Source: an optimization exercise on an open RTL-to-GDS flow (aim: small area). Production flows keep margins and buffers that such runs may drop. RTL that was checked went through simulation tests only; none was proved equivalent to the original.

==> inputs of v21 <==
==> flow/design.v (excerpt) <==
module butterfly(clk, rst, mode, a, b, w, c, d);
  input clk;
  input rst;
  input [1:0] mode;
  input [31:0] a, b, w;
  output reg [31:0] c, d;
  ...
Settings: LEC_CHECK=0, CAP_MARGIN=20, CORE_MARGIN=2, CORE_UTILIZATION=45, SLEW_MARGIN=20, SYNTH_HIERARCHICAL=1; clock period 10.0 ns.
standard.sh (not shown) runs the stock make flow with config.mk's settings and CLKGATE_MAP_FILE= SYNTH_SCRIPT=/design/flow/synth_recipe.tcl, a recipe that flattens the netlist after the stock synthesis.
==> flow/flow/run.sh <==
#!/bin/bash
# Own flow: the standard layout (standard.sh), with smaller port buffers and a
# lighter clock tree (no dummy loads). standard.sh's output goes to flow_standard.log in
# this folder; ORFS's per-step logs stay under orfs/logs.
set -euo pipefail
export BUFFER_PORTS_ARGS="-buffer_cell sky130_fd_sc_hd__buf_1"
export CTS_ARGS="-sink_clustering_enable -repair_clock_nets -dont_use_dummy_load -buf_list {sky130_fd_sc_hd__clkbuf_8} -sink_clustering_size 20 -sink_clustering_max_diameter 100"
bash standard.sh > flow_standard.log 2>&1
==> v29: changes against v21 <==
==> flow/flow/run.sh (replaced) <==
#!/bin/bash
# Own flow: the standard layout (standard.sh), with smaller port buffers and a
# lighter clock tree (no dummy loads). standard.sh's output goes to flow_standard.log in
# this folder; ORFS's per-step logs stay under orfs/logs.
set -euo pipefail
export BUFFER_PORTS_ARGS="-buffer_cell sky130_fd_sc_hd__buf_1"
export CTS_ARGS="-sink_clustering_enable -repair_clock_nets -dont_use_dummy_load -buf_list {sky130_fd_sc_hd__clkbuf_8} -sink_clustering_size 16 -sink_clustering_max_diameter 80"
bash standard.sh > flow_standard.log 2>&1
Settings changed: CORE_UTILIZATION 45 to 58.
==> v25: changes against v21 <==
--- a/flow/design.v
+++ b/flow/design.v
@@ -4383,22 +4383,22 @@
   assign s2_1329 = bp2 ? p2[28] : s2_1297;
   assign s2_1330 = bp2 ? p2[29] : s2_1298;
   assign s2_1331 = bp2 ? p2[30] : s2_1299;
   assign s2_1332 = bp2 ? p2[31] : s2_1300;
   reg [31:0] c3, c4, c5, d3, d4, d5;
   reg v3, v4, v5;
   always @(posedge clk) begin
-    c3 <= ~{s2_837, s2_836, s2_835, s2_834, s2_833, s2_832, s2_831, s2_830, s2_829, s2_828, s2_827, s2_826, s2_825, s2_824, s2_823, s2_822, s2_821, s2_820, s2_819, s2_818, s2_817, s2_816, s2_815, s2_814, s2_813, s2_812, s2_811, s2_810, s2_809, s2_808, s2_807, s2_503}; d3 <= ~{s2_1332, s2_1331, s2_1330, s2_1329, s2_1328, s2_1327, s2_1326, s2_1325, s2_1324, s2_1323, s2_1322, s2_1321, s2_1320, s2_1319, s2_1318, s2_1317, s2_1316, s2_1315, s2_1314, s2_1313, s2_1312, s2_1311, s2_1310, s2_1309, s2_1308, s2_1307, s2_1306, s2_1305, s2_1304, s2_1303, s2_1302, s2_1301};
+    c3 <= {s2_837, s2_836, s2_835, s2_834, s2_833, s2_832, s2_831, s2_830, s2_829, s2_828, s2_827, s2_826, s2_825, s2_824, s2_823, s2_822, s2_821, s2_820, s2_819, s2_818, s2_817, s2_816, s2_815, s2_814, s2_813, s2_812, s2_811, s2_810, s2_809, s2_808, s2_807, s2_503}; d3 <= {s2_1332, s2_1331, s2_1330, s2_1329, s2_1328, s2_1327, s2_1326, s2_1325, s2_1324, s2_1323, s2_1322, s2_1321, s2_1320, s2_1319, s2_1318, s2_1317, s2_1316, s2_1315, s2_1314, s2_1313, s2_1312, s2_1311, s2_1310, s2_1309, s2_1308, s2_1307, s2_1306, s2_1305, s2_1304, s2_1303, s2_1302, s2_1301};
     c4 <= c3; d4 <= d3;
     c5 <= c4; d5 <= d4;
     v3 <= v2 & ~rst;
     v4 <= v3 & ~rst;
     v5 <= v4 & ~rst;
-    c <= ~(c5 | {32{~v5 | rst}});
-    d <= ~(d5 | {32{~v5 | rst}});
+    c <= (v5 & ~rst) ? c5 : 32'd0;
+    d <= (v5 & ~rst) ? d5 : 32'd0;
   end
 endmodule
 module bf_fa(a, b, c, s, co);
   input a, b, c;
   output s, co;
   assign s = a ^ b ^ c;
   assign co = (a & b) | (a & c) | (b & c);
==> flow/flow/run.sh (replaced) <==
#!/bin/bash
# Own flow: the standard layout (standard.sh), with smaller port buffers and a
# lighter clock tree (no dummy loads). standard.sh's output goes to flow_standard.log in
# this folder; ORFS's per-step logs stay under orfs/logs.
set -euo pipefail
export BUFFER_PORTS_ARGS="-buffer_cell sky130_fd_sc_hd__buf_1"
export CTS_ARGS="-sink_clustering_enable -repair_clock_nets -dont_use_dummy_load -buf_list {sky130_fd_sc_hd__clkbuf_8}"
bash standard.sh > flow_standard.log 2>&1
==> results.sh <==
export IMPL_final_area_um2=44900
export IMPL_outcome="no timing/DRC/antenna violations"
export IMPL_fin_crit_ns=8.31
export IMPL_num_rows=112
export IMPL_regArea_um2=9200
export IMPL_crit_end="p2[63]"
the above is filed under v25

==> results.sh <==
export IMPL_outcome="no timing/DRC/antenna violations"
export IMPL_cts_tree="yes"
export IMPL_final_area_um2=43200
export IMPL_largest_register="p2"
export IMPL_end_kind="flop"
export IMPL_yosys_area_share_simple_pct=7.24
export IMPL_wl_met2_mm=60.8
export IMPL_regArea_um2=9220
export IMPL_crit_end="p2[56]"
the above is filed under v29

==> results.sh <==
export IMPL_outcome="no timing/DRC/antenna violations"
export IMPL_num_rows=110
export IMPL_fin_crit_ns=8.59
export IMPL_crit_end="p2[57]"
export IMPL_crit_cells=23
export IMPL_synthTopCellsByArea="fa_1, dfxtp_1, xnor2_1"
export IMPL_final_area_um2=43500
export IMPL_met3_length_mm=11.1
export IMPL_synth_top_family_by_area="adder cells"
the above is filed under v21

The RTL of v25 was laid out without a check of its function.

---

==> inputs of run M <==
butterfly again, from the RTL that the note above started with.
Settings: LEC_CHECK=0, CAP_MARGIN=20, CORE_MARGIN=2, CORE_UTILIZATION=64, SLEW_MARGIN=20, SYNTH_HIERARCHICAL=1; clock period 10.0 ns.
==> flow/flow/run.sh <==
#!/bin/bash
# Own flow: the standard layout (standard.sh), with smaller port buffers and a
# lighter clock tree (no dummy loads). standard.sh's output goes to flow_standard.log in
# this folder; ORFS's per-step logs stay under orfs/logs.
set -euo pipefail
export BUFFER_PORTS_ARGS="-buffer_cell sky130_fd_sc_hd__buf_1"
export CTS_ARGS="-sink_clustering_enable -repair_clock_nets -dont_use_dummy_load -buf_list {sky130_fd_sc_hd__clkbuf_8} -sink_clustering_size 16 -sink_clustering_max_diameter 80"
bash standard.sh > flow_standard.log 2>&1
==> inputs of run G, as changes to run M <==
- CORE_UTILIZATION: 64 -> 52
==> results.txt <==
metric	run M	run G
Run status	no timing/DRC/antenna violations	no timing/DRC/antenna violations
Clock buffer cells	39	38
Reg2reg path depth	22	27
Worst endpoint required time	10.60 ns	10.58 ns
Remaining max-slew budget at the tightest pin	0.208	0.251
Area of the core region	63300 um^2	78700 um^2
Routed wire length	130 mm	127 mm
Transition time of the tightest slew-check pin	1.19 ns	1.12 ns
Startpoint of the worst register-to-register path	w1[13]	p2[0]
Setup slack of the most critical reg-to-reg path	1.27 ns	1.68 ns
Antenna violations before repair	5	7
Final core utilization	0.678	0.549
Chip Height	258 um	285 um
Sink of the worst hold path	c4[15]	d4[7]
Initial Util	0.650	0.523
Setup ws final	1.27 ns	1.68 ns
Diode insertion count for antenna repair	3	5

-- re-timing with driven ports --
How much do the figures lean on ideal ports? The routed layouts below were timed once more, with nothing changed but the port constraints. Step 1 assumes that a clkbuf_16 drives the clock port and a buf_2 every other input. Step 2 adds t to the input delays and takes it off the output delays; t is the mean of the earliest and latest rising clock arrival at the registers after step 1. Input paths then give back, and output paths get back, about the clock's delay inside the block. a / b / c = no drivers / after step 1 / after step 2; a / b = the first two.
| run | shift t [ns] | setup WS [ns] | worst hold slack (ns) | latest minus earliest clock arrival (ns) |
|---|---|---|---|---|
| v21 | 0.716 | 1.406 / 1.406 / 1.406 | 0.293 / 0.293 / 0.293 | 0.103 / 0.102 |
| v29 | 0.691 | 0.821 / 0.821 / 0.821 | 0.272 / 0.272 / 0.272 | 0.089 / 0.089 |
| v25 | 0.719 | 1.694 / 1.694 / 1.694 | 0.301 / 0.301 / 0.301 | 0.062 / 0.062 |
| run M | 0.688 | 1.273 / 1.273 / 1.273 | 0.247 / 0.247 / 0.247 | 0.095 / 0.094 |
| run G | 0.669 | 1.678 / 1.678 / 1.678 | 0.323 / 0.323 / 0.323 | 0.068 / 0.068 |
After both steps setup and hold are still met in every run listed.
